This is an optimization exercise on Yosys and OpenROAD, whose aim is small area and a short achievable clock period, not a production implementation. The RTL was checked by simulation tests, not by an equivalence proof against the original design. Power is estimated from default activity; no workload was simulated.

==> flow/design.v (excerpt) <==
module Design_Top (
    input  wire    CLK     ,
    input  wire    RST     , 
    input  wire    RX_IN   ,
    output wire    TX_OUT 
);
export LEC_CHECK = 0
export ABC_AREA = 1
export CAP_MARGIN = 0
export CORE_MARGIN = 2
export CORE_UTILIZATION = 70
export CTS_BUF_LIST = sky130_fd_sc_hd__clkbuf_16
export CTS_CLUSTER_DIAMETER = 80
export CTS_CLUSTER_SIZE = 30
export SLEW_MARGIN = 0
create_clock -name core_clock -period 35.0 [get_ports {CLK}]
standard.sh (not shown) runs the stock make flow with config.mk's settings and CLKGATE_MAP_FILE= SYNTH_SCRIPT=/design/flow/synth_recipe.tcl, a recipe that flattens the netlist after the stock synthesis.
==> flow/flow/run.sh <==
#!/bin/bash
set -euo pipefail
W=$(pwd)
rm -rf "$W/orfs_scripts"
cp -r "$FLOW_HOME/scripts" "$W/orfs_scripts"
cp "$W/flow/abc_area.script" "$W/orfs_scripts/abc_area.script"
bash standard.sh "SCRIPTS_DIR=$W/orfs_scripts" \
    "BUFFER_PORTS_ARGS=-buffer_cell sky130_fd_sc_hd__buf_4" \
    "ADDER_MAP_FILE=" \
    "CTS_ARGS=-sink_clustering_enable -repair_clock_nets -sink_clustering_size 30 -sink_clustering_max_diameter 80 -buf_list sky130_fd_sc_hd__clkbuf_16 -dont_use_dummy_load" finish > standard.log 2>&1
==> flow/flow/abc_area.script <==
strash
&get -n
&deepsyn -T 60
&put
dch -f
amap
mfs2
strash
dch -f
amap
mfs2
strash
dch -f
amap
topo
==> next run, changes <==
--- a/flow/flow/run.sh
+++ b/flow/flow/run.sh
@@ -1,3 +1,12 @@
 #!/bin/bash
+# The standard layout (the standard.sh) with three changes:
+#  - the port buffers are sky130 buf_4 cells (buffer_ports would otherwise
+#    pick the slow clkdlybuf4s50_1);
+#  - synthesis leaves adders to ABC instead of extracting half/full-adder
+#    cells first (ADDER_MAP_FILE empty);
+#  - ABC maps the logic with flow/abc_area.script (area recovery with
+#    choices and mfs2) instead of ORFS's abc_area.script. For that, ORFS's
+#    scripts folder is copied here and only that file is replaced.
+# Registers are mapped exactly as in the standard synthesis.
 set -euo pipefail
 W=$(pwd)
==> flow/flow/abc_area.script (replaced) <==
strash
dch -f
amap
mfs2
strash
dch -f
amap
mfs2
strash
dch -f
amap
topo
The changed run completed with no timing, DRC or antenna violations. Final area rises by 0.98%. First-iteration DRC count falls by 24%. Routed wire length falls by 1.1%. Worst hold slack gains 0.098 ns. Synthesized cell count rises by 0.37%.
==> next run, changes <==
==> flow/flow/run.sh (replaced) <==
#!/bin/bash
# The standard layout with two changes: the port buffers are sky130 buf_4
# cells (buffer_ports would otherwise pick the slow clkdlybuf4s50_1), and
# synthesis leaves adders to ABC instead of extracting half/full-adder cells
# first (ADDER_MAP_FILE empty). Registers are the standard synthesis's.
set -euo pipefail
bash standard.sh "BUFFER_PORTS_ARGS=-buffer_cell sky130_fd_sc_hd__buf_4" "ADDER_MAP_FILE=" finish > standard.log 2>&1
removed: flow/flow/abc_area.script
The new run finished with timing, DRC and antenna clean. First-iteration DRC count grows by 13%. Setup slack gains 0.012 ns. Routed wire length went up by 5.4%. Utilization came out lower by 0.74 points. Total power rose by 17%. Fmax is about the same. Global-route usage goes down by 1.2 points. Clock power climbs by about 10%. Via count is higher by 12%.
==> next run, changes <==
==> flow/flow/run.sh (replaced) <==
#!/bin/bash
set -euo pipefail
W=$(pwd)
rm -rf "$W/orfs_scripts"
cp -r "$FLOW_HOME/scripts" "$W/orfs_scripts"
cp "$W/flow/abc_area.script" "$W/orfs_scripts/abc_area.script"
bash standard.sh "SCRIPTS_DIR=$W/orfs_scripts" \
    "BUFFER_PORTS_ARGS=-buffer_cell sky130_fd_sc_hd__buf_4" \
    "ADDER_MAP_FILE=" \
    "CTS_ARGS=-sink_clustering_enable -repair_clock_nets -sink_clustering_size 30 -sink_clustering_max_diameter 80 -buf_list sky130_fd_sc_hd__clkbuf_16 -dont_use_dummy_load" finish > standard.log 2>&1
==> flow/flow/abc_area.script (new file) <==
strash
&get -n
&deepsyn -T 150
&put
dch -f
amap
mfs2
strash
dch -f
amap
mfs2
strash
dch -f
amap
topo
=> Design area decreases by 8.5%; via count goes down by 11%; worst setup slack gets worse by 0.0054 ns; fmax is about the same; synthesized cell count falls by about 22%; flip-flop and latch count stays the same.

* * *

Setup of run A:
Design_Top, a different RTL version from the one above (not shown whole).
Size in the first run: roughly 1400 cells after synthesis, ~260 flip-flops, ~4 I/O pins, ~0.013 mm2 of cells after synthesis.
export LEC_CHECK = 0
export ABC_AREA = 1
export CAP_MARGIN = 0
export CORE_MARGIN = 2
export CORE_UTILIZATION = 70
export CTS_BUF_LIST = sky130_fd_sc_hd__clkbuf_16
export CTS_CLUSTER_DIAMETER = 80
export CTS_CLUSTER_SIZE = 30
export SLEW_MARGIN = 0
create_clock -name core_clock -period 35.0 [get_ports {CLK}]
==> flow/flow/run.sh <==
#!/bin/bash
# The standard layout, with the port buffers made of sky130 buf_4 cells
# (buffer_ports would otherwise pick the slow clkdlybuf4s50_1).
set -euo pipefail
bash standard.sh "BUFFER_PORTS_ARGS=-buffer_cell sky130_fd_sc_hd__buf_4" finish > standard.log 2>&1
> inputs changed (run A -> run B)
Settings: a change of CORE_UTILIZATION from 70 to 55.
==> flow/flow/run.sh <==
#!/bin/bash
# The standard layout, with the port buffers made of sky130 buf_4 cells
# (buffer_ports would otherwise pick the slow clkdlybuf4s50_1), and timing
# repair asked to keep a larger setup margin.
set -euo pipefail
bash standard.sh "BUFFER_PORTS_ARGS=-buffer_cell sky130_fd_sc_hd__buf_4" "SETUP_SLACK_MARGIN=27.6" finish > standard.log 2>&1
==> run notes <==
- Worst vdd rail ir drop (run B / run A): 0.75
- Worst hold slack across all endpoints, run A and run B: lower on run B
- Final critical delay including setup and external delays on run B is down relative to run A.
- Run B against run A: routed wire length moved up; met1 routed wirelength after detailed routing up 16%.
- Any difference in critical path's largest stage delay between run B and run A is small enough to ignore.
- Diff run A -> run B: register-to-register slack moved up; combinational power level; fmax level.
Input-level comparison between run C and run B:
Settings: CTS_BUF_LIST changed from sky130_fd_sc_hd__clkbuf_16 to sky130_fd_sc_hd__clkbuf_8 sky130_fd_sc_hd__clkbuf_16; CTS_CLUSTER_DIAMETER changed from 80 to 60; CTS_CLUSTER_SIZE changed from 30 to 25.
==> flow/flow/run.sh <==
#!/bin/bash
# The standard layout, with the port buffers made of sky130 buf_4 cells
# (buffer_ports would otherwise pick the slow clkdlybuf4s50_1).
set -euo pipefail
bash standard.sh "BUFFER_PORTS_ARGS=-buffer_cell sky130_fd_sc_hd__buf_4" finish > standard.log 2>&1
==> run notes <==
- In the metrics for run C and run B, the one carrying the lower synthesis-to-finish area growth is run B.
- Run C: clock share of power 8.4 points above run B
- Run C against run B: routed length per instance has increased, slew at the pin closest to its max-slew limit has decreased, part of the cycle the worst path needs has remained practically unchanged.
#### Input delta (run D over run C)
Settings: changing CTS_CLUSTER_DIAMETER from 60 to 80; changing CTS_BUF_LIST from sky130_fd_sc_hd__clkbuf_8 sky130_fd_sc_hd__clkbuf_16 to sky130_fd_sc_hd__clkbuf_16; changing CTS_CLUSTER_SIZE from 25 to 30.
[summary]
- As far as total of hold buffers inserted after clock tree synthesis goes, run D and run C are indistinguishable; the numbers are identical.
- Delta (run D minus run C): final core utilization lost 1.8 points; maximum VDD drop picked up an extra 16%.
- Run C: flow completed, timing, DRC and antenna clean
- Run D went all the way through the flow, and no timing, DRC or antenna check failed.

* * *

Design_Top with an RTL version that a note above also has.
Size: ~1100 cells after synthesis, ~4 I/O pins.
clock: 35.0 ns
lec_check: 0
abc_area: 1
cap_margin: 0
core_margin: 2
core_utilization: 70
cts_buf_list: sky130_fd_sc_hd__clkbuf_16
cts_cluster_diameter: 80
cts_cluster_size: 30
slew_margin: 0
==> flow/flow/run.sh <==
#!/bin/bash
# The standard layout (the standard.sh) with three changes:
#  - the port buffers are sky130 buf_4 cells (buffer_ports would otherwise
#    pick the slow clkdlybuf4s50_1);
#  - synthesis leaves adders to ABC instead of extracting half/full-adder
#    cells first (ADDER_MAP_FILE empty);
#  - ABC maps the logic with flow/abc_area.script (area recovery with
#    choices and mfs2) instead of ORFS's abc_area.script. For that, ORFS's
#    scripts folder is copied here and only that file is replaced.
# Registers are mapped exactly as in the standard synthesis.
set -euo pipefail
W=$(pwd)
rm -rf "$W/orfs_scripts"
cp -r "$FLOW_HOME/scripts" "$W/orfs_scripts"
cp "$W/flow/abc_area.script" "$W/orfs_scripts/abc_area.script"
bash standard.sh "SCRIPTS_DIR=$W/orfs_scripts" \
    "BUFFER_PORTS_ARGS=-buffer_cell sky130_fd_sc_hd__buf_4" \
    "ADDER_MAP_FILE=" finish > standard.log 2>&1
==> flow/flow/abc_area.script <==
strash
dch -f
amap
mfs2
strash
dch -f
amap
mfs2
strash
dch -f
amap
topo
The starting point finished clean.
Change:
==> flow/flow/run.sh (replaced) <==
#!/bin/bash
# The standard layout with two changes: the port buffers are sky130 buf_4
# cells (buffer_ports would otherwise pick the slow clkdlybuf4s50_1), and
# synthesis leaves adders to ABC instead of extracting half/full-adder cells
# first (ADDER_MAP_FILE empty). Registers are the standard synthesis's.
set -euo pipefail
bash standard.sh "BUFFER_PORTS_ARGS=-buffer_cell sky130_fd_sc_hd__buf_4" "ADDER_MAP_FILE=" finish > standard.log 2>&1
Settings changed: CTS_CLUSTER_DIAMETER 80 to 60, CTS_CLUSTER_SIZE 30 to 40.
removed: flow/flow/abc_area.script
Effect: The changed run finished with timing, DRC and antenna clean. Register-to-register slack is better by 2.8 ns. Cell area is higher by roughly a tenth. Routed wire length is higher by a little under a tenth. Clock skew is higher by 0.012 ns. Sequential share of layout area is lower by 5.1 points. Total power is higher by about a fifth. Non-clock buffer count is lower by 4.
Change:
Settings changed: CTS_CLUSTER_DIAMETER 60 to 80, CTS_CLUSTER_SIZE 40 to 30, GPL_ROUTABILITY_DRIVEN set to 0, GPL_TIMING_DRIVEN set to 0.
Result: The changed run passed the timing, DRC and antenna checks; setup slack loses 0.0099 ns; final cell count is unchanged; wire length drops by 4.0%; cell area drops by 2.0%; core utilization decreases by 1.5 points; die area does not change.
Change:
==> flow/flow/run.sh (replaced) <==
#!/bin/bash
# The standard layout (the standard.sh) with three changes:
#  - the port buffers are sky130 buf_4 cells (buffer_ports would otherwise
#    pick the slow clkdlybuf4s50_1);
#  - synthesis leaves adders to ABC instead of extracting half/full-adder
#    cells first (ADDER_MAP_FILE empty);
#  - ABC maps the logic with flow/abc_area.script (area recovery with
#    choices and mfs2) instead of ORFS's abc_area.script. For that, ORFS's
#    scripts folder is copied here and only that file is replaced.
# Registers are mapped exactly as in the standard synthesis.
set -euo pipefail
W=$(pwd)
rm -rf "$W/orfs_scripts"
cp -r "$FLOW_HOME/scripts" "$W/orfs_scripts"
cp "$W/flow/abc_area.script" "$W/orfs_scripts/abc_area.script"
bash standard.sh "SCRIPTS_DIR=$W/orfs_scripts" \
    "BUFFER_PORTS_ARGS=-buffer_cell sky130_fd_sc_hd__buf_4" \
    "ADDER_MAP_FILE=" finish > standard.log 2>&1
==> flow/flow/abc_area.script (new file) <==
strash
dch -f
map -a -B 0.9
mfs2
strash
dch -f
map -a -B 0.9
mfs2
strash
dch -f
map -a -B 0.9
topo
Settings changed: GPL_ROUTABILITY_DRIVEN 0 to unset, GPL_TIMING_DRIVEN 0 to unset.
Result: The new run went through all stages and came out clean. Wire length shrinks by about 4%. Via count decreases by 8.2%. Worst hold slack is better by 0.15 ns. Critical path depth stays the same.
Change:
==> flow/flow/run.sh (replaced) <==
#!/bin/bash
# The standard layout with two changes: the port buffers are sky130 buf_4
# cells (buffer_ports would otherwise pick the slow clkdlybuf4s50_1), and
# synthesis leaves adders to ABC instead of extracting half/full-adder cells
# first (ADDER_MAP_FILE empty). Registers are the standard synthesis's.
set -euo pipefail
bash standard.sh "BUFFER_PORTS_ARGS=-buffer_cell sky130_fd_sc_hd__buf_4" "ADDER_MAP_FILE=" finish > standard.log 2>&1
Settings changed: PLACE_DENSITY set to 0.75.
removed: flow/flow/abc_area.script
Hold slack is better by 0.042 ns.
Power climbs by 1.1%.
Die area grows by 6.9%.
Routed wire length rose by 5.2%.
Design area went up by 5.8%.
Area after synthesis climbs by 7.2%.
Via count is higher by 9.3%.
Worst setup slack gets better by 0.014 ns.
Clock power hardly moves.

==> static timing again, ports no longer ideal <==
In the flow no input, the clock included, has a driving cell. The finished layouts below were timed again as built, in two steps. Step 1 (the two cells are an assumption about what drives the block):
set clk [get_ports {CLK}]
set_driving_cell -lib_cell sky130_fd_sc_hd__clkbuf_16 $clk
set_driving_cell -lib_cell sky130_fd_sc_hd__buf_2 [delete_from_list [all_inputs] $clk]
Step 2 times the ports against the registers' clock, not the clock port: input delays grow and output delays shrink by t, the midpoint of the rising clock arrivals with the driver on. Three values: no drivers, after step 1, after step 2; two values: the first two.
| run | t, ns | slack for setup (ns) | clock arrival spread, ns |
|---|---|---|---|
| the first run of note 1 | 0.511 | 26.993 / 26.951 / 26.942 | 0.044 / 0.044 |
| the second run of note 1 | 0.510 | 26.987 / 26.945 / 27.002 | 0.047 / 0.047 |
| the third run of note 1 | 0.536 | 26.999 / 26.954 / 27.155 | 0.026 / 0.026 |
| the fourth run of note 1 | 0.511 | 26.993 / 26.951 / 26.942 | 0.044 / 0.044 |
| run A | 0.547 | 26.987 / 26.940 / 27.251 | 0.035 / 0.036 |
| run B | 0.552 | 26.997 / 26.943 / 27.223 | 0.032 / 0.032 |
| run C | 0.581 | 26.983 / 26.935 / 27.234 | 0.049 / 0.048 |
| run D | 0.544 | 26.997 / 26.950 / 27.240 | 0.029 / 0.029 |
| the first run of note 3 | 0.526 | 26.973 / 26.931 / 27.004 | 0.022 / 0.022 |
| the second run of note 3 | 0.557 | 26.980 / 26.936 / 27.117 | 0.031 / 0.032 |
| the third run of note 3 | 0.535 | 26.970 / 26.923 / 27.162 | 0.020 / 0.020 |
| the fourth run of note 3 | 0.536 | 26.985 / 26.937 / 26.567 | 0.025 / 0.025 |
| the fifth run of note 3 | 0.536 | 26.999 / 26.954 / 27.155 | 0.026 / 0.026 |
After both steps every run listed still meets setup and hold. For the fourth run of note 3, which loses most, drivers alone change the setup slack by -0.048 ns; drivers and shift together by -0.418 ns.
